Background: an optimization exercise with open tools, aiming at a short achievable clock period and few clock cycles. Do not read the settings as production practice.
Only simulation tests tie the RTL to the original design; equivalence was not proved.

[flow/config.mk]
export PLATFORM = sky130hd
export DESIGN_NAME = MIPS_CPU
export DESIGN_NICKNAME = MIPS_CPU
export VERILOG_FILES = /design/flow/design.v
export SDC_FILE = /design/flow/constraint.sdc
export NUM_CORES = 8
export LEC_CHECK = 0
export CAP_MARGIN = 40
export CORE_MARGIN = 2
export CORE_UTILIZATION = 25
export PLACE_DENSITY = 0.45
export SETUP_SLACK_MARGIN = 4.5
export SLEW_MARGIN = 40
export SYNTH_HIERARCHICAL = 1
export SYNTH_MINIMUM_KEEP_SIZE = 0
export TNS_END_PERCENT = 100
[flow/constraint.sdc]
create_clock -name core_clock -period 10.0 [get_ports {clk}]
set_input_delay 2.0000 -clock core_clock [delete_from_list [all_inputs] [get_ports {clk}]]
set_output_delay 2.0000 -clock core_clock [all_outputs]
set_load 0.01 [all_outputs]
[flow/design.v]
`timescale 1ns / 1ps
module control(
    input  [31:0] ir,
    output [3:0]  alu_op,
    output        memtoreg, memwrite, sb, alu_src, regwrite, syscall, signext,
    output        beq, bne, bgtz, jr, j, jal, srlv,
    output [4:0]  wnum,
    output        use_rs, use_rt, is_mem, is_jump
    );
    wire [5:0] op = ir[31:26];
    wire [5:0] fn = ir[5:0];
    wire rt0 = (op == 6'd0);
    wire SLL  = rt0 & (fn == 6'd0);
    wire SRL  = rt0 & (fn == 6'd2);
    wire SRA  = rt0 & (fn == 6'd3);
    wire SRLV = rt0 & (fn == 6'd6);
    wire JR   = rt0 & (fn == 6'd8);
    wire SYSC = rt0 & (fn == 6'd12);
    wire ADD  = rt0 & (fn == 6'd32);
    wire ADDU = rt0 & (fn == 6'd33);
    wire SUB  = rt0 & (fn == 6'd34);
    wire SUBU = rt0 & (fn == 6'd35);
    wire AND  = rt0 & (fn == 6'd36);
    wire OR   = rt0 & (fn == 6'd37);
    wire NOR  = rt0 & (fn == 6'd39);
    wire SLT  = rt0 & (fn == 6'd42);
    wire SLTU = rt0 & (fn == 6'd43);
    wire RT   = rt0 & ~SYSC;
    wire J     = (op == 6'd2);
    wire JAL   = (op == 6'd3);
    wire BEQ   = (op == 6'd4);
    wire BNE   = (op == 6'd5);
    wire BGTZ  = (op == 6'd7);
    wire ADDI  = (op == 6'd8);
    wire ADDIU = (op == 6'd9);
    wire SLTI  = (op == 6'd10);
    wire ANDI  = (op == 6'd12);
    wire ORI   = (op == 6'd13);
    wire LW    = (op == 6'd35);
    wire SB    = (op == 6'd40);
    wire SW    = (op == 6'd43);
    assign memtoreg = LW;
    assign memwrite = SW | SB;
    assign sb       = SB;
    assign alu_src  = ADDI | ANDI | ADDIU | SLTI | ORI | LW | SW | SB;
    assign regwrite = RT | JAL | ADDI | ANDI | ADDIU | SLTI | ORI | LW;
    assign syscall  = SYSC;
    assign signext  = ~(ANDI | ORI);
    assign beq = BEQ; assign bne = BNE; assign bgtz = BGTZ;
    assign jr = JR; assign j = J; assign jal = JAL; assign srlv = SRLV;
    assign wnum = JAL ? 5'd31 : RT ? ir[15:11] : ir[20:16];
    assign use_rs = ~(SLL | SRL | SRA | J | JAL);
    assign use_rt = rt0 | BEQ | BNE | SW | SB;
    assign is_mem = LW | SW | SB;
    assign is_jump = J | JAL | JR;
    assign alu_op = (ADD | ADDU | ADDI | ADDIU | LW | SW | SB) ? 4'd5 :
                    SLL ? 4'd0 :
                    SRA ? 4'd1 :
                    (SRL | SRLV) ? 4'd2 :
                    (SUB | SUBU) ? 4'd6 :
                    (AND | ANDI) ? 4'd7 :
                    (OR | ORI) ? 4'd8 :
                    (SLT | SLTI) ? 4'd11 :
                    SLTU ? 4'd12 :
                    NOR ? 4'd10 : 4'd13;
endmodule
`timescale 1ns / 1ps
module ALU(
	input [31:0] x,
	input [31:0] y,
	input [9:0] op,
	input [4:0] shamt,
	output [31:0] res1
    );
wire sub = op[1] | op[5] | op[6];
wire [32:0] sum = {1'b0, x} + {1'b0, y ^ {32{sub}}} + {32'd0, sub};
wire slt  = (x[31] ^ y[31]) ? x[31] : sum[31];
wire sltu = ~sum[32];
wire [31:0] sra = $signed(y) >>> shamt;
assign res1 = ({32{op[0] | op[1]}} & sum[31:0]) |
              ({32{op[2]}} & (x & y)) |
              ({32{op[3]}} & (x | y)) |
              ({32{op[4]}} & ~(x | y)) |
              {31'd0, (op[5] & slt) | (op[6] & sltu)} |
              ({32{op[7]}} & (y << shamt)) |
              ({32{op[8]}} & (y >> shamt)) |
              ({32{op[9]}} & sra);
endmodule
`timescale 1ns / 1ps
module BrUnit(
	input [31:0] x, y,
	input [2:0] op,
	output taken
    );
wire equal = (x == y);
wire gtz = ~x[31] & (x != 32'd0);
assign taken = (op[0] & equal) | (op[1] & ~equal) | (op[2] & gtz);
endmodule
`timescale 1ns / 1ps
module WordCache #(parameter NP = 15) (
	input clk, rst,
	input [9:0] wkey,
	input [31:0] wword,
	input [10*NP-1:0] keys,
	output [NP-1:0] hits,
	output [32*NP-1:0] words
    );
reg [31:0] valid;
reg [4:0]  tag  [0:31];
reg [31:0] word [0:31];
always @(posedge clk or posedge rst) begin
	if (rst) valid <= 32'd0;
	else valid[wkey[4:0]] <= 1'b1;
end
always @(posedge clk) begin
	tag[wkey[4:0]] <= wkey[9:5];
	word[wkey[4:0]] <= wword;
end
genvar i;
generate for (i = 0; i < NP; i = i + 1) begin : g_port
	wire [9:0] k = keys[10*i+9:10*i];
	assign hits[i] = valid[k[4:0]] & (tag[k[4:0]] == k[9:5]);
	assign words[32*i+31:32*i] = word[k[4:0]];
end endgenerate
endmodule
`timescale 1ns / 1ps
module g_a22oi(input a1, a2, b1, b2, output y); assign y = ~((a1 & a2) | (b1 & b2)); endmodule
module g_nand4(input a, b, c, d, output y); assign y = ~(a & b & c & d); endmodule
module g_nor2(input a, b, output y); assign y = ~(a | b); endmodule
module g_nand2(input a, b, output y); assign y = ~(a & b); endmodule
module g_and2(input a, b, output y); assign y = a & b; endmodule
module g_nor3(input a, b, c, output y); assign y = ~(a | b | c); endmodule
module sel32(input [31:0] sel, input [1023:0] d, output [31:0] y);
genvar b, k;
generate for (b = 0; b < 32; b = b + 1) begin : g_bit
	wire [15:0] t;
	wire [3:0] u;
	wire [1:0] v;
	for (k = 0; k < 16; k = k + 1) begin : g_t
		g_a22oi x(sel[2*k], d[32*(2*k)+b], sel[2*k+1], d[32*(2*k+1)+b], t[k]);
	end
	for (k = 0; k < 4; k = k + 1) begin : g_u
		g_nand4 x(t[4*k], t[4*k+1], t[4*k+2], t[4*k+3], u[k]);
	end
	g_nor2 x0(u[0], u[1], v[0]);
	g_nor2 x1(u[2], u[3], v[1]);
	g_nand2 x2(v[0], v[1], y[b]);
end endgenerate
endmodule
module dec32(input [4:0] a, output [31:0] y);
wire [3:0] lo; wire [7:0] hi;
genvar i;
generate
	for (i = 0; i < 4; i = i + 1) begin : g_lo
		g_nor2 x(a[0] ^ i[0], a[1] ^ i[1], lo[i]);
	end
	for (i = 0; i < 8; i = i + 1) begin : g_hi
		g_nor3 x(a[2] ^ i[0], a[3] ^ i[1], a[4] ^ i[2], hi[i]);
	end
	for (i = 0; i < 32; i = i + 1) begin : g_y
		g_and2 x(lo[i % 4], hi[i / 4], y[i]);
	end
endgenerate
endmodule
module psel8(input [4:0] p, input [255:0] d, output [7:0] y);
wire [31:0] s;
dec32 dd(p, s);
genvar b, k;
generate for (b = 0; b < 8; b = b + 1) begin : g_bit
	wire [15:0] t;
	wire [3:0] u;
	wire [1:0] v;
	for (k = 0; k < 16; k = k + 1) begin : g_t
		g_a22oi x(s[2*k], d[8*(2*k)+b], s[2*k+1], d[8*(2*k+1)+b], t[k]);
	end
	for (k = 0; k < 4; k = k + 1) begin : g_u
		g_nand4 x(t[4*k], t[4*k+1], t[4*k+2], t[4*k+3], u[k]);
	end
	g_nor2 x0(u[0], u[1], v[0]);
	g_nor2 x1(u[2], u[3], v[1]);
	g_nand2 x2(v[0], v[1], y[b]);
end endgenerate
endmodule
`timescale 1ns / 1ps
module RegFile(
	input [14:0] Ra,           
	input [14:0] Rb,           
	input [14:0] W_num,
	input [95:0] Din,
	input [2:0] WE,
	input clk,
	output [95:0] Qa, Qb,
	output [2:0] GZa,
	output [31:0] V0_data,
	output [31:0] A0_data
    );
wire [31:0] q [0:31];
assign q[0] = 32'd0;
function gtz32;
	input [31:0] v;
	gtz32 = ~v[31] & (v != 32'd0);
endfunction
wire [2:0] gzw = {gtz32(Din[95:64]), gtz32(Din[63:32]), gtz32(Din[31:0])};
wire [31:0] gz;
assign gz[0] = 1'b0;
genvar k;
generate
	for (k = 1; k < 32; k = k + 1) begin : g_reg
		reg [31:0] r;
		reg gzq;
		always @(posedge clk)
			if (WE[2] && W_num[14:10] == k) begin r <= Din[95:64]; gzq <= gzw[2]; end
			else if (WE[1] && W_num[9:5] == k) begin r <= Din[63:32]; gzq <= gzw[1]; end
			else if (WE[0] && W_num[4:0] == k) begin r <= Din[31:0]; gzq <= gzw[0]; end
		assign q[k] = r;
		assign gz[k] = gzq;
	end
endgenerate
wire [1023:0] flat;
genvar f;
generate for (f = 0; f < 32; f = f + 1) begin : g_flat
	assign flat[32*f+31:32*f] = q[f];
end endgenerate
genvar p;
generate for (p = 0; p < 3; p = p + 1) begin : g_port
	wire [31:0] da, db;
	dec32 dA(Ra[5*p+4:5*p], da);
	dec32 dB(Rb[5*p+4:5*p], db);
	sel32 sA(da, flat, Qa[32*p+31:32*p]);
	sel32 sB(db, flat, Qb[32*p+31:32*p]);
	assign GZa[p] = |(da & gz);
end endgenerate
assign V0_data = q[2];
assign A0_data = q[4];
endmodule
`timescale 1ns / 1ps
module LedData(show, R2, clk, clr, data);
    input show, clk, clr;
    input [31:0] R2;
    output reg [31:0]data;
    always @(posedge clr or posedge clk) begin
		if(clr == 1) begin
			data <= 0;
		end
		else if(show == 1) begin
			data <= R2;
		end
	end
endmodule
`timescale 1ns / 1ps
module Counter(running, clk, clr, count);
    input running,clk,clr;
    output reg [31:0] count;
    always @(posedge clk) begin
     if(clr) count <= 0;
      else  if(running) count <= count+1;
    end
endmodule
module Counter2(inc, clk, clr, count);
    input [1:0] inc;
    input clk, clr;
    output reg [31:0] count;
    always @(posedge clk) begin
     if(clr) count <= 0;
      else  if(inc != 2'd0) count <= count + {30'd0, inc};
    end
endmodule
`timescale 1ns / 1ps
module RAM(rsel0, rsel1, rsel2, wsel, lane, data_in, sb, memWrite, clk, clr, data_out, data_out1, data_out2, mem_probe, probe);
    input [31:0] rsel0, rsel1, rsel2, wsel;
    input [1:0] lane;
    input [31:0] data_in;
    input sb, memWrite, clk, clr;
    output [31:0] data_out, data_out1, data_out2;
    output [31:0] mem_probe;
    input wire [4:0] probe;
    wire [31:0] words [0:31];
    genvar fw, sl;
    generate for (sl = 0; sl < 4; sl = sl + 1) begin : g_sl
        wire [255:0] flat;
        for (fw = 0; fw < 32; fw = fw + 1) begin : g_flat
            assign flat[8*fw+7:8*fw] = words[fw][8*sl+7:8*sl];
        end
        psel8 pm(probe, flat, mem_probe[8*sl+7:8*sl]);
    end endgenerate
    wire [1023:0] flatw;
    genvar fx;
    generate for (fx = 0; fx < 32; fx = fx + 1) begin : g_flatw
        assign flatw[32*fx+31:32*fx] = words[fx];
    end endgenerate
    sel32 rd0(rsel0, flatw, data_out);
    sel32 rd1(rsel1, flatw, data_out1);
    sel32 rd2(rsel2, flatw, data_out2);
    genvar w, b;
    generate
        for (w = 0; w < 32; w = w + 1) begin : g_word
            for (b = 0; b < 4; b = b + 1) begin : g_byte
                reg [7:0] byte_q;
                always @(posedge clk or posedge clr) begin
                    if(clr) byte_q <= 8'h0;
                    else if(memWrite && wsel[w] && (!sb || lane == b))
                        byte_q <= sb ? data_in[7:0] : data_in[8*b+7:8*b];
                end
                assign words[w][8*b+7:8*b] = byte_q;
            end
        end
    endgenerate
endmodule
`timescale 1ns / 1ps
module MIPS_CPU(
	input rst, Go, clk,
	output [31:0] Leddata, Count_cycle, Count_branch, Count_jmp,
	input [4:0] probe,
	output [31:0] mem_probe,
	output [9:0] imem_addr,
	input [31:0] imem_data,
	output halted
    );
reg run;
reg [31:0] PC;
reg [9:0] FA;                 
reg       fa_pf;              
reg [9:0] PF;                 
assign imem_addr = FA;
assign halted = ~run;
reg        I0_valid, I1_valid, I2_valid;
reg [31:0] I0_word, I1_word, I2_word;
wire [31:0] IR [0:2];
assign IR[0] = I0_valid ? I0_word : imem_data;
assign IR[1] = I1_word;
assign IR[2] = I2_word;
wire [31:0] PCs [0:3];        
assign PCs[0] = PC;
assign PCs[1] = PC + 32'd4;
assign PCs[2] = PC + 32'd8;
assign PCs[3] = PC + 32'd12;
reg  [2:0]  B_regwrite, B_memtoreg, B_jal, B_cb, B_pt, B_jmp, B_chain;
reg  [4:0]  B_wnum [0:2];
reg  [9:0]  B_aluop [0:2];
reg  [4:0]  B_shamt [0:2];
reg  [31:0] B_x [0:2];
reg  [31:0] B_y [0:2];
reg  [31:0] B_pc4 [0:2];
reg  [2:0]  B_bop [0:2];
reg  [31:0] B_alt [0:2];
reg  [6:0]  B_mx [0:2];
reg  [6:0]  B_my [0:2];
reg         B_memwrite, B_sb;
reg  [1:0]  B_mslot;           
reg  [31:0] B_sd;
wire [31:0] B_din [0:2];
wire [31:0] alu [0:2];
wire [31:0] B_dnl [0:2];
wire [2:0]  B_ok;
genvar gs;
generate for (gs = 0; gs < 3; gs = gs + 1) begin : g_bok
	assign B_ok[gs] = B_regwrite[gs] & (B_wnum[gs] != 5'd0);
end endgenerate
wire mis, mis0, mis1, mis2;   
wire [2:0] live;              
wire [3:0] alu_op [0:2];
wire [2:0] memtoreg, memwrite, sb, alu_src, regwrite, syscall, signext;
wire [2:0] beq, bne, bgtz, jr, j, jal, srlv, use_rs, use_rt, is_mem, is_jump;
wire [4:0] wnum [0:2];
wire [4:0] rs [0:2];
wire [4:0] rt [0:2];
wire [31:0] imm [0:2];
generate for (gs = 0; gs < 3; gs = gs + 1) begin : g_dec
	control ctl(IR[gs], alu_op[gs], memtoreg[gs], memwrite[gs], sb[gs], alu_src[gs],
		regwrite[gs], syscall[gs], signext[gs], beq[gs], bne[gs], bgtz[gs], jr[gs], j[gs],
		jal[gs], srlv[gs], wnum[gs], use_rs[gs], use_rt[gs], is_mem[gs], is_jump[gs]);
	assign rs[gs] = IR[gs][25:21];
	assign rt[gs] = IR[gs][20:16];
	assign imm[gs] = {{16{signext[gs] & IR[gs][15]}}, IR[gs][15:0]};
end endgenerate
wire [95:0] rfa, rfb;
wire [2:0]  rf_gz;
wire [31:0] rf_v0, rf_a0r;
RegFile regFile1({rs[2], rs[1], rs[0]}, {rt[2], rt[1], rt[0]},
	{B_wnum[2], B_wnum[1], B_wnum[0]}, {B_din[2], B_din[1], B_din[0]},
	B_regwrite & live, clk, rfa, rfb, rf_gz, rf_v0, rf_a0r);
function [3:0] srcsel;
	input [4:0] r;
	input [2:0] ok;
	input [4:0] w0, w1, w2;
	reg m2, m1, m0;
	begin
		m2 = ok[2] & (w2 == r);
		m1 = ok[1] & (w1 == r);
		m0 = ok[0] & (w0 == r);
		srcsel = {m2, ~m2 & m1, ~m2 & ~m1 & m0, ~m2 & ~m1 & ~m0};
	end
endfunction
function [31:0] pick;
	input [3:0] s;
	input [31:0] rf, d0, d1, d2;
	begin
		pick = ({32{s[0]}} & rf) | ({32{s[1]}} & d0) | ({32{s[2]}} & d1) | ({32{s[3]}} & d2);
	end
endfunction
wire [3:0]  sa [0:2];
wire [31:0] A [0:2];
wire [31:0] Ajr [0:2];        
wire [2:0]  jr_ld;            
wire [31:0] Bv [0:2];
generate for (gs = 0; gs < 3; gs = gs + 1) begin : g_op
	wire [3:0] sb_ = srcsel(rt[gs], B_ok, B_wnum[0], B_wnum[1], B_wnum[2]);
	assign sa[gs] = srcsel(rs[gs], B_ok, B_wnum[0], B_wnum[1], B_wnum[2]);
	assign A[gs]  = pick(sa[gs], rfa[32*gs+31:32*gs], B_din[0], B_din[1], B_din[2]);
	assign Ajr[gs] = pick(sa[gs], rfa[32*gs+31:32*gs], B_dnl[0], B_dnl[1], B_dnl[2]);
	assign jr_ld[gs] = jr[gs] & |(sa[gs][3:1] & B_memtoreg);
	assign Bv[gs] = pick(sb_, rfb[32*gs+31:32*gs], B_din[0], B_din[1], B_din[2]);
end endgenerate
wire [31:0] V0  = pick(srcsel(5'd2, B_ok, B_wnum[0], B_wnum[1], B_wnum[2]), rf_v0, B_din[0], B_din[1], B_din[2]);
wire [31:0] A0r = pick(srcsel(5'd4, B_ok, B_wnum[0], B_wnum[1], B_wnum[2]), rf_a0r, B_din[0], B_din[1], B_din[2]);
wire [31:0] redirect;
reg        B_sys;
reg [31:0] B_v0, B_a0;
reg        C_v, C_pt, C_act;
reg [31:0] C_alt;
wire misC = C_v & (C_act != C_pt);
wire show = B_sys & (B_v0 == 32'd34) & ~misC;
wire halt = B_sys & (B_v0 != 32'd34) & ~misC;
wire misx = mis | halt | misC;    
wire bub = jr_ld[0] & ~misx;      
function dep;                 
	input rw_i;
	input [4:0] w_i;
	input urs_j, urt_j;
	input [4:0] rs_j, rt_j;
	begin
		dep = rw_i & (w_i != 5'd0) & ((urs_j & (rs_j == w_i)) | (urt_j & (rt_j == w_i)));
	end
endfunction
wire dep01 = dep(regwrite[0], wnum[0], use_rs[1], use_rt[1], rs[1], rt[1]);
wire dep02 = dep(regwrite[0], wnum[0], use_rs[2], use_rt[2], rs[2], rt[2]);
wire dep12 = dep(regwrite[1], wnum[1], use_rs[2], use_rt[2], rs[2], rt[2]);
wire chain1 = dep01 & bgtz[1] & ~memtoreg[0] & ~jal[0];
wire chain2 = dep12 & ~dep02 & bgtz[2] & ~memtoreg[1] & ~jal[1];
wire [2:0] cb, pt, taken, endg;
generate for (gs = 0; gs < 3; gs = gs + 1) begin : g_pred
	wire ch = (gs == 1) ? chain1 : (gs == 2) ? chain2 : 1'b0;
	wire gz = (sa[gs][0] & ~ch) ? rf_gz[gs] : IR[gs][15];
	assign cb[gs] = beq[gs] | bne[gs] | bgtz[gs];
	assign pt[gs] = bne[gs] | (beq[gs] & IR[gs][15]) | (bgtz[gs] & gz);    
	assign taken[gs] = cb[gs] & pt[gs];
	assign endg[gs] = syscall[gs] | is_jump[gs] | taken[gs];    
end endgenerate
wire iss1 = I1_valid & ~jr_ld[1] & ~endg[0] & ~syscall[1] & ~(memwrite[0] & is_mem[1]) & (~dep01 | chain1);
wire iss2 = iss1 & ~jr_ld[2] & ~chain1 & I2_valid & ~endg[1] & ~syscall[2] &
	~((memwrite[0] | memwrite[1]) & is_mem[2]) & ~dep02 & (~dep12 | chain2);
wire [2:0] ex = {iss2, iss1, 1'b1} & {3{~misx & ~bub}};
wire [31:0] bt [0:2];
wire [31:0] seq [0:2];
generate for (gs = 0; gs < 3; gs = gs + 1) begin : g_npc
	assign bt[gs] = PCs[gs+1] + {imm[gs][29:0], 2'b00};
	wire [31:0] jt = {PCs[gs][31:28], IR[gs][25:0], 2'b00};
	assign seq[gs] = jr[gs] ? Ajr[gs] : (j[gs] | jal[gs]) ? jt : taken[gs] ? bt[gs] : PCs[gs+1];
end endgenerate
wire [31:0] nextA = iss2 ? seq[2] : iss1 ? seq[1] : seq[0];
wire [31:0] nextPC = misC ? C_alt : halt ? B_pc4[0] : mis ? redirect : bub ? PC : nextA;
wire [9:0] pcw = PC[11:2];
wire [9:0] kbt0 = pcw + 10'd1 + imm[0][9:0];
wire [9:0] kbt1 = pcw + 10'd2 + imm[1][9:0];
wire [9:0] kbt2 = pcw + 10'd3 + imm[2][9:0];
wire [149:0] keys = {pcw,
	kbt2 + 10'd2, kbt2 + 10'd1, kbt2, kbt1 + 10'd2, kbt1 + 10'd1, kbt1,
	kbt0 + 10'd2, kbt0 + 10'd1, kbt0,
	pcw + 10'd5, pcw + 10'd4, pcw + 10'd3, pcw + 10'd2, pcw + 10'd1};
wire [14:0]  ch_hit;
wire [479:0] ch_word;
WordCache #(15) cache(clk, rst, FA, imem_data, keys, ch_hit, ch_word);
wire [31:0] cw [0:14];
generate for (gs = 0; gs < 15; gs = gs + 1) begin : g_cw
	assign cw[gs] = ch_word[32*gs+31:32*gs];
end endgenerate
reg        n0_v, n1_v, n2_v;
reg [31:0] n0_w, n1_w, n2_w;
task sel3;
	input integer p;
	begin
		n0_v = ch_hit[p]; n0_w = cw[p];
		n1_v = ch_hit[p+1]; n1_w = cw[p+1];
		n2_v = ch_hit[p+2]; n2_w = cw[p+2];
	end
endtask
wire redir = misx;
always @(*) begin
	n0_v = 1'b0; n1_v = 1'b0; n2_v = 1'b0;
	n0_w = cw[0]; n1_w = cw[1]; n2_w = cw[2];
	if (!run || bub) begin
		n0_v = ch_hit[14]; n0_w = cw[14]; n1_v = ch_hit[0]; n1_w = cw[0]; n2_v = ch_hit[1]; n2_w = cw[1];
	end else if (redir) begin
		n0_v = 1'b0; n1_v = 1'b0; n2_v = 1'b0;
	end else if (iss2) begin
		if (taken[2]) sel3(11);
		else if (~is_jump[2]) sel3(2);
	end else if (iss1) begin
		if (taken[1]) sel3(8);
		else if (~is_jump[1]) sel3(1);
	end else begin
		if (taken[0]) sel3(5);
		else if (~is_jump[0]) sel3(0);
	end
end
always @(posedge clk or posedge rst) begin
	if (rst) begin
		I0_valid <= 1'b0; I1_valid <= 1'b0; I2_valid <= 1'b0;
	end else begin
		I0_valid <= n0_v;
		I1_valid <= n1_v;
		I2_valid <= n1_v & n2_v;
	end
end
always @(posedge clk) begin
	I0_word <= n0_w;
	I1_word <= n1_w;
	I2_word <= n2_w;
end
wire [9:0] pf_base = run ? pcw + 10'd3 : pcw;
wire [9:0] pf_diff = PF - pf_base;
wire pf_reset = pf_diff[9] | (pf_diff > 10'd40);
wire [9:0] PF_next = pf_reset ? pf_base : (fa_pf & (pf_diff < (run ? 10'd20 : 10'd31))) ? PF + 10'd1 : PF;
wire go_now = run | Go;         
always @(posedge clk or posedge rst) begin
	if (rst) begin
		PF <= 10'd0; FA <= 10'd0; fa_pf <= 1'b0;
	end else begin
		PF <= PF_next;
		fa_pf <= ~go_now | n0_v;
		FA <= (~go_now | n0_v) ? PF_next : (run ? nextPC[11:2] : pcw);
	end
end
always @(posedge clk or posedge rst) begin
	if (rst) run <= 1'b1;
	else if (Go) run <= 1'b1;
	else if (run & halt) run <= 1'b0;
end
always @(posedge clk or posedge rst) begin
	if (rst) PC <= 32'd0;
	else if (run) PC <= nextPC;
	else if (ch_hit[14] && cw[14] == 32'd0) PC <= PCs[1];
end
function [9:0] aluoh;
	input [3:0] c;
	begin
		case (c)
			4'd5:  aluoh = 10'b0000000001;
			4'd6:  aluoh = 10'b0000000010;
			4'd7:  aluoh = 10'b0000000100;
			4'd8:  aluoh = 10'b0000001000;
			4'd10: aluoh = 10'b0000010000;
			4'd11: aluoh = 10'b0000100000;
			4'd12: aluoh = 10'b0001000000;
			4'd0:  aluoh = 10'b0010000000;
			4'd2:  aluoh = 10'b0100000000;
			4'd1:  aluoh = 10'b1000000000;
			default: aluoh = 10'b0000000000;
		endcase
	end
endfunction
always @(posedge clk or posedge rst) begin
	if (rst) begin
		B_regwrite <= 3'd0; B_memwrite <= 1'b0; B_cb <= 3'd0; B_jmp <= 3'd0;
		B_sys <= 1'b0;
	end else if (run) begin
		B_sys <= ex[0] & syscall[0];
		B_regwrite <= ex & regwrite;
		B_memwrite <= |(ex & memwrite);
		B_cb <= ex & cb;
		B_jmp <= ex & is_jump;
	end else begin
		B_regwrite <= 3'd0; B_memwrite <= 1'b0; B_cb <= 3'd0; B_jmp <= 3'd0;
		B_sys <= 1'b0;
	end
end
integer bs;
always @(posedge clk) begin
	if (run) begin
		for (bs = 0; bs < 3; bs = bs + 1) begin
			B_memtoreg[bs] <= memtoreg[bs];
			B_jal[bs] <= jal[bs];
			B_wnum[bs] <= wnum[bs];
			B_aluop[bs] <= memtoreg[bs] ? 10'd0 : aluoh(alu_op[bs]);
			B_shamt[bs] <= srlv[bs] ? A[bs][4:0] : IR[bs][10:6];
			B_x[bs] <= A[bs];
			B_y[bs] <= alu_src[bs] ? imm[bs] : Bv[bs];
			B_pc4[bs] <= PCs[bs+1];
			B_pt[bs] <= pt[bs];
			B_bop[bs] <= {bgtz[bs], bne[bs], beq[bs]};
			B_alt[bs] <= pt[bs] ? PCs[bs+1] : bt[bs];
			B_mx[bs] <= A[bs][6:0];
			B_my[bs] <= imm[bs][6:0];
		end
		B_chain <= {chain2, chain1, 1'b0};
		B_v0 <= V0; B_a0 <= A0r;
		B_sb <= memwrite[0] ? sb[0] : memwrite[1] ? sb[1] : sb[2];
		B_sd <= memwrite[0] ? Bv[0] : memwrite[1] ? Bv[1] : Bv[2];
		B_mslot <= memwrite[0] ? 2'd0 : memwrite[1] ? 2'd1 : 2'd2;
	end
end
LedData led(run & show, B_a0, clk, rst, Leddata);
generate for (gs = 0; gs < 3; gs = gs + 1) begin : g_alu
	ALU alu_s(B_x[gs], B_y[gs], B_aluop[gs], B_shamt[gs], alu[gs]);
end endgenerate
wire [2:0] act;
generate for (gs = 0; gs < 3; gs = gs + 1) begin : g_br
	BrUnit bru(B_x[gs], B_y[gs], B_bop[gs], act[gs]);
end endgenerate
wire [2:0] bres = B_cb & ~B_chain;      
assign mis0 = bres[0] & (act[0] != B_pt[0]) & ~misC;
assign mis1 = bres[1] & (act[1] != B_pt[1]) & ~mis0 & ~misC;
assign mis2 = bres[2] & (act[2] != B_pt[2]) & ~mis0 & ~mis1 & ~misC;
assign mis = mis0 | mis1 | mis2;
assign redirect = mis0 ? B_alt[0] : mis1 ? B_alt[1] : B_alt[2];
assign live = {~mis0 & ~mis1, ~mis0, 1'b1} & {3{~misC}};
wire C_next = |(B_cb & B_chain & live);
always @(posedge clk or posedge rst) begin
	if (rst) C_v <= 1'b0;
	else C_v <= C_next;
end
wire [31:0] C_src = B_chain[1] ? alu[0] : alu[1];
always @(posedge clk) begin
	C_act <= ~C_src[31] & (C_src != 32'd0);
	C_pt <= B_chain[1] ? B_pt[1] : B_pt[2];
	C_alt <= B_chain[1] ? B_alt[1] : B_alt[2];
end
wire [6:0]  maddr [0:2];
wire [31:0] rsel [0:2];
generate for (gs = 0; gs < 3; gs = gs + 1) begin : g_ma
	assign maddr[gs] = B_mx[gs] + B_my[gs];
	dec32 mdec(maddr[gs][6:2], rsel[gs]);
end endgenerate
wire [31:0] B_wsel = (B_mslot == 2'd0) ? rsel[0] : (B_mslot == 2'd1) ? rsel[1] : rsel[2];
wire [1:0]  B_lane = (B_mslot == 2'd0) ? maddr[0][1:0] : (B_mslot == 2'd1) ? maddr[1][1:0] : maddr[2][1:0];
wire B_mwe = B_memwrite & (((B_mslot == 2'd0) & live[0]) | ((B_mslot == 2'd1) & live[1]) | ((B_mslot == 2'd2) & live[2]));
wire [31:0] mem_out [0:2];
RAM RAM1(rsel[0], rsel[1], rsel[2], B_wsel, B_lane, B_sd, B_sb, B_mwe, clk, rst,
	mem_out[0], mem_out[1], mem_out[2], mem_probe, probe);
generate for (gs = 0; gs < 3; gs = gs + 1) begin : g_din
	assign B_dnl[gs] = ({32{B_jal[gs]}} & B_pc4[gs]) | alu[gs];
	assign B_din[gs] = ({32{B_memtoreg[gs]}} & mem_out[gs]) | B_dnl[gs];
end endgenerate
wire br_cntB = |(bres & act & live);
wire br_cntC = C_v & C_act;
wire jmp_cnt = |(B_jmp & live);
Counter count1(run, clk, rst, Count_cycle);
Counter2 count2({br_cntB & br_cntC, br_cntB ^ br_cntC}, clk, rst, Count_branch);
Counter count3(jmp_cnt, clk, rst, Count_jmp);
endmodule
[flow/run.sh]
#!/bin/bash
# synth_recipe.tcl (not shown) runs the flow's synth.tcl, then flattens the netlist and writes it again
# the make line also repeats each setting of config.mk as NAME=value (left out here)
make -C /OpenROAD-flow-scripts/flow DESIGN_CONFIG=/design/flow/config.mk WORK_HOME=/design/flow/orfs CLKGATE_MAP_FILE= SYNTH_SCRIPT=/design/flow/synth_recipe.tcl finish
==> metrics.md, run 1 <==
| Metric | Value |
|---|---|
| Status | timing/DRC/antenna clean |
| DRT iter0 DRCs | ~80000 |
| Synth-to-Final Area Change | 23.2% |
| # DRC | 0 |
| CTS tree | done |
| IO buf count | 210 |
| Placed standard-cell area | just under 500000 µm² |
| NumNets Final | a little under 40000 |
| HPWL Detailed | around 2200000 µm |
| Number of global-route vias before repair | around 410k |
| Worst Path Max Fanout | 13 |
| Starting Density | 0.251 |
| Crit. End Element | flop |
| Max incr delay on CP | 1090 ps |
| RD Place Congestion | ~1.1 |
| Worst slew pin tran | 1400 ps |
| Max clock buf depth | 5 |
| Fin util | 0.309 |
| Ys Warns | 33 |
| Clk Tree Root Cell | clkbuf_16 |
| Pre-antenna DRT Iters | 10 |
| WHS Path Cells | 1 |
| Vias per cell | approximately 7.0 |
| Post-route ant nets | 0 |
| Fmax | 148 MHz |
| Worst min path class | reg2reg |
| Crit path max-delay cell type | nand2_1 |
| Total CTS buffers | about 600 |
| Clock slew at reported path FFs | about 70 ps |
| Post-CTS Hold Fix Bufs | 0 |
| Core area | around 1800000 µm² |
| Routed len/inst | 52.3 µm |
| Grt total ovfl | 0 |
| Clk Latency, worst-skew pair | approximately 1400 ps |
| WL final | about 3400000 µm |
| Final Hold Fails | 0 |
| Commonest non-fill, non-tap cell in the layout | mux4_2 |
| Tot GR Track Use | 0.350 |
| Crit path DAT | between 7000 and 8000 ps |
| Die area | 1820000 µm² |
| Average instance area after synthesis | about 12 µm² |
| Most frequent cells in the layout | mux4_2, a22oi_2, edfxtp_1 |
| CP dominant cell by count | nor2_1 |
| Post-Syn Instances | just under 40000 |
| WS Path Type | reg2reg |
| Relative slew slack | 0.0663 |
| Largest net degree at the start of global routing | approximately 190 |
| Die width | roughly 1300 µm |
| DR vias | between 400k and 500k |
| Final Cycle Share | 0.678 |
| Max-cap check violation count | 0 |
| WP data required | 11100 ps |
| Fin crit period | around 6800 ps |
| Sinks on Clock Net | 4163 |
| Synth Cell Area | about 450000 µm² |
| WHS | between 400 and 500 ps |
| Share of layout cells above drive strength 1 | 0.515 |
| Final instance area | 556000 µm² |
| Max Clock Skew | between 200 and 250 ps |
| Setup violations, final | 0 |
| Final Max Tran Viols | 0 |
| First-pass GRT wire length | 4290000 µm |
| # H-tree levels | 6 |
| I/O pin count | about 210 |
| Die H | approximately 1300 µm |
| CP startpoint kind | flop |
| FP Rows | roughly 500 |
| Number of fill cells | roughly 180k |
| Reg2Reg Depth | 14 |
| Antenna violations before repair | ~380 |
| Setup TNS Final | 0 ps |
| RSZ-0062 raised after global routing | true |
| Critical path cell sequence | nor2_1 > and2_2 > buf_4 > a22oi_2 > nand4_1 > nor2_1 > nand2_1 > nor2_1 > a211oi_1 > o21ai_0 > o21ai_0 > a221oi_1 > o211ai_1 > a311o_1 |
metal layers:
layer	vias up	wire length (µm)	global-route usage
met3	12300	499000	0.168
met5	-	5380	0.0129
met1	234000	1160000	0.407
met2	45700	1340000	0.481
met4	180	365000	0.294
li1	161000	-	-
area by class of cell:
class / instances / area (µm²) / share of cell area
multi-input cells: 29700 / 331000 / 0.595
inverters: 451 / 3160 / 0.00568
repair buffers: 4525 / 54100 / 0.0973
clock buffers: 742 / 16000 / 0.0288
repair inverters: 17 / 173 / 0.000311
flip-flops and latches: 4163 / 117000 / 0.210
diodes: 365 / 913 / 0.00164
well taps: 24000 / 30000 / 0.0540
clock inverters: 341 / 3790 / 0.00682
sequential cells by signal, indices dropped and copies added, names as in the netlist, 90 cells and up:
| register | count |
|---|---|
| cache.word | 1024 |
| RAM1.g_word.g_byte.byte_q | 1024 |
| B_y | 96 |
| B_pc4 | 91 |
| cache.tag | 160 |
| B_x | 96 |
| regFile1.g.r | 992 |
| B_alt | 90 |
stage by stage:
step           worst slack, ps  cells
2_1_floorplan            -6110  38800
3_3_place_gp             -21.0  60600
3_5_place_dp               667  60700
4_1_cts                   3750  63300
5_1_grt                   3560  64100
6_report                  3220  64300
worst paths after layout:
check                      slack, ps           startpoint                                             end
max reg2reg                     3220  I1_word[21]$_DFF_P_                              PC[30]$_DFFE_PP0P_
max in group asynchronous       6970                  rst  RAM1.g_word[0].g_byte[3].byte_q[5]$_DFFE_PP0P_
max                             3220  I1_word[21]$_DFF_P_                              PC[30]$_DFFE_PP0P_
min in group asynchronous        710                  rst                        led.data[11]$_DFFE_PP0P_
min reg2reg                      440    B_a0[3]$_DFFE_PP_                         led.data[3]$_DFFE_PP0P_
min                              440    B_a0[3]$_DFFE_PP_                         led.data[3]$_DFFE_PP0P_
repair_timing:
| item | 4_1_cts | 5_1_grt |
|---|---|---|
| pin swaps | 880 | 1085 |
| gates resized for setup | 4003 | 1852 |
| gates cloned | 182 | 60 |
| setup endpoints to repair | 3349 | 1824 |
| buffers inserted | 1312 | 592 |
| hold endpoints to repair | 0 | 0 |
critical path, delay by kind of cell, from the launching register on:
| kind | cells | cell delay (ps) |
|---|---|---|
| flip-flops | 1 | 790 |
| AO/OA/AOI/OAI | 7 | 1600 |
| buffers and inverters | 1 | 360 |
| AND/OR/NAND/NOR | 6 | 3710 |
Testbench counts, summed over its fixed seeds: cycles 52,554.
==> run 2: changes to the inputs <==
--- a/flow/design.v
+++ b/flow/design.v
@@ -105,22 +105,22 @@
 	output [NP-1:0] hits,
 	output [32*NP-1:0] words
     );
-reg [31:0] valid;
-reg [4:0]  tag  [0:31];
-reg [31:0] word [0:31];
+reg [63:0] valid;
+reg [3:0]  tag  [0:63];
+reg [31:0] word [0:63];
 always @(posedge clk or posedge rst) begin
-	if (rst) valid <= 32'd0;
-	else valid[wkey[4:0]] <= 1'b1;
+	if (rst) valid <= 64'd0;
+	else valid[wkey[5:0]] <= 1'b1;
 end
 always @(posedge clk) begin
-	tag[wkey[4:0]] <= wkey[9:5];
-	word[wkey[4:0]] <= wword;
+	tag[wkey[5:0]] <= wkey[9:6];
+	word[wkey[5:0]] <= wword;
 end
 genvar i;
 generate for (i = 0; i < NP; i = i + 1) begin : g_port
 	wire [9:0] k = keys[10*i+9:10*i];
-	assign hits[i] = valid[k[4:0]] & (tag[k[4:0]] == k[9:5]);
-	assign words[32*i+31:32*i] = word[k[4:0]];
+	assign hits[i] = valid[k[5:0]] & (tag[k[5:0]] == k[9:6]);
+	assign words[32*i+31:32*i] = word[k[5:0]];
 end endgenerate
 endmodule
 `timescale 1ns / 1ps
@@ -519,8 +519,8 @@
 end
 wire [9:0] pf_base = run ? pcw + 10'd3 : pcw;
 wire [9:0] pf_diff = PF - pf_base;
-wire pf_reset = pf_diff[9] | (pf_diff > 10'd40);
-wire [9:0] PF_next = pf_reset ? pf_base : (fa_pf & (pf_diff < (run ? 10'd20 : 10'd31))) ? PF + 10'd1 : PF;
+wire pf_reset = pf_diff[9] | (pf_diff > 10'd80);
+wire [9:0] PF_next = pf_reset ? pf_base : (fa_pf & (pf_diff < (run ? 10'd44 : 10'd63))) ? PF + 10'd1 : PF;
 wire go_now = run | Go;         
 always @(posedge clk or posedge rst) begin
 	if (rst) begin
==> metrics.md, run 2 <==
| Metric | Value |
|---|---|
| Max clock buf depth | 6 (+1) |
| Placed Instances | 78000 (+29%) |
| CP startpoint kind | flop |
| Starting Density | 0.250 (about the same) |
| FP Rows | 581 (+18%) |
| RD Place Congestion | 1.04 (-3.2%) |
| Final Cycle Share | 0.701 (+0.0232) |
| WL final | 4350000 µm (+29%) |
| Crit. End Element | flop |
| Average instance area after synthesis | 12.9 µm² (+10%) |
| First-pass GRT wire length | 5570000 µm (+30%) |
| Routed len/inst | 53.0 µm (+1.2%) |
| Share of layout cells above drive strength 1 | 0.554 (+0.0384) |
| Clk Latency, worst-skew pair | 1470 ps (+90 ps) |
| Max-cap check violation count | 0 (unchanged) |
| Max reg flops | approximately 2000 |
| WS Path Type | reg2reg |
| Die area | 2520000 µm² (+39%) |
| Placed standard-cell area | 673000 µm² (+38%) |
| RSZ-0062 raised after global routing | true |
| Post-Syn Instances | 48500 (+26%) |
| Status | timing/DRC/antenna clean |
| Post-CTS Hold Fix Bufs | 0 (unchanged) |
| DRT iter0 DRCs | 109000 (+36%) |
| Largest net degree at the start of global routing | 144 (-23%) |
| I/O pin count | 211 (unchanged) |
| Grt total ovfl | 0 (unchanged) |
| Setup violations, final | 0 (unchanged) |
| Worst min path class | reg2reg |
| Pre-antenna DRT Iters | 10 (unchanged) |
| Ys Warns | 33 (unchanged) |
| NumNets Final | 47700 (+20%) |
| Fmax | 143 MHz (-3.3%) |
| Final Max Tran Viols | 0 (unchanged) |
| Core area | 2500000 µm² (+39%) |
| Total CTS buffers | 736 (+23%) |
| Tot GR Track Use | 0.328 (-0.0217) |
| WP data required | 11420 ps (+320 ps) |
| Relative slew slack | 0.0891 (+0.0228) |
| CTS tree | done |
| Synth-to-Final Area Change | 18.0% |
| Antenna violations before repair | 554 (+45%) |
| HPWL Detailed | 2780000 µm (+29%) |
| Sinks on Clock Net | 5315 (+28%) |
| Commonest non-fill, non-tap cell in the layout | mux4_2 |
| Crit path DAT | 8430 ps (+550 ps) |
| Worst Path Max Fanout | 26 (+13) |
| Layout Cells excl Fill | 82100 (+28%) |
| Worst slew pin tran | 1370 ps (-30.8 ps) |
| # H-tree levels | 6 (unchanged) |
| Setup TNS Final | 0 ps (unchanged) |
| Die H | 1590 µm (+18%) |
| IO buf count | 210 (unchanged) |
| Fin crit period | 7010 ps (+232 ps) |
| Number of global-route vias before repair | 533000 (+29%) |
| Post-route ant nets | 0 (unchanged) |
| # DRC | 0 (unchanged) |
| Die width | 1590 µm (+18%) |
| Vias per cell | 7.27 (+3.3%) |
| WHS | 430 ps (-5.04 ps) |
| Clock slew at reported path FFs | 80 ps (about the same) |
| Final Hold Fails | 0 (unchanged) |
| Most frequent cells in the layout | mux4_2, a22oi_2, edfxtp_1 |
| Final instance area | 739000 µm² (+33%) |
| Synth Cell Area | 626000 µm² (+39%) |
| DR vias | 596000 (+32%) |
| Clk Tree Root Cell | clkbuf_16 |
| Max Clock Skew | 137 ps (-83.7 ps) |
## run 2: what timing repair did
action,CTS,global route
gates resized for setup,3468,1218
cloned,187,38
setup endpoints to repair,3642,1519
buffers inserted,942,642
pin swaps,784,699
## run 2: path summary, 6_finish.rpt
path	to	cells after the start	startpoint	slack, ps
min in group asynchronous	RAM1.g_word[17].g_byte[0].byte_q[4]$_DFFE_PP0P_	2	rst	910
max	I2_valid$_DFF_PP0_	19	PC[4]$_DFFE_PP0P_	2990
max reg2reg	I2_valid$_DFF_PP0_	19	PC[4]$_DFFE_PP0P_	2990
min reg2reg	B_pc4[0][0]$_DFFE_PP_	0	PC[0]$_DFFE_PP0P_	430
max in group asynchronous	RAM1.g_word[20].g_byte[1].byte_q[2]$_DFFE_PP0P_	6	rst	7010
min	B_pc4[0][0]$_DFFE_PP_	0	PC[0]$_DFFE_PP0P_	430
## run 2: through the flow
step,util,worst slack (ps)
2_1_floorplan,-,-6110
3_3_place_gp,0.267,543
3_5_place_dp,0.269,720
4_1_cts,0.289,3490
5_1_grt,0.295,3380
6_report,0.295,2990
## run 2: layer usage
layer  share of wire  track usage  vias up
li1                -            -   204000
met1            0.35        0.394   311000
met2            0.39        0.428    65100
met3            0.16        0.180    16000
met4           0.097        0.259      299
met5          0.0013       0.0131        -
## run 2: area by class of cell
class,count,area [µm²]
sequential,5315,152000
inverter,451,2520
clock inverter,370,4000
timing repair buffer,4956,57100
tap,33200,41600
multi-input combinational,35900,460000
antenna,865,2160
timing repair inverter,19,185
clock buffer,927,19900
fill,251000,1760000
## run 2: worst max-delay path, stage by stage (launching register included)
cell	delay, ps
dfrtp_4	440
buf_4	240
buf_4	210
buf_12	280
buf_6	430
inv_8	300
ha_1	400
bufinv_16	460
buf_4	560
nor2b_1	320
a311oi_1	770
a211oi_2	370
or3_1	400
a21oi_1	160
and4_1	370
nand3_1	120
a21oi_1	280
o21ai_0	240
a21oi_1	210
o21a_1	150
Testbench counts of run 2, summed over its fixed seeds: cycles 50,089.

## static timing again, ports no longer ideal
Ports are ideal in the flow. The routed layouts listed here were re-timed in OpenROAD. Step 1 (the two cells are an assumption about what drives the block):
set clk [get_ports {clk}]
set_driving_cell -lib_cell sky130_fd_sc_hd__clkbuf_16 $clk
set_driving_cell -lib_cell sky130_fd_sc_hd__buf_2 [delete_from_list [all_inputs] $clk]
Step 2 times the ports against the registers' clock, not the clock port: input delays grow and output delays shrink by t, the midpoint of the rising clock arrivals with the driver on. Slacks: ideal / step 1 / step 2; pairs: ideal / step 1.
run	t, ns	setup slack, ns	hold slack, ns	pins driven straight from the clock port
run 1	1.468	3.222 / 3.222 / 2.118	0.435 / 0.435 / 0.435	1
run 2	1.638	2.990 / 2.990 / 1.622	0.430 / 0.430 / 0.430	1
After both steps setup and hold are still met in every run listed. For run 2, which loses most, drivers alone change the setup slack by 0.000 ns; drivers and shift together by -1.368 ns.
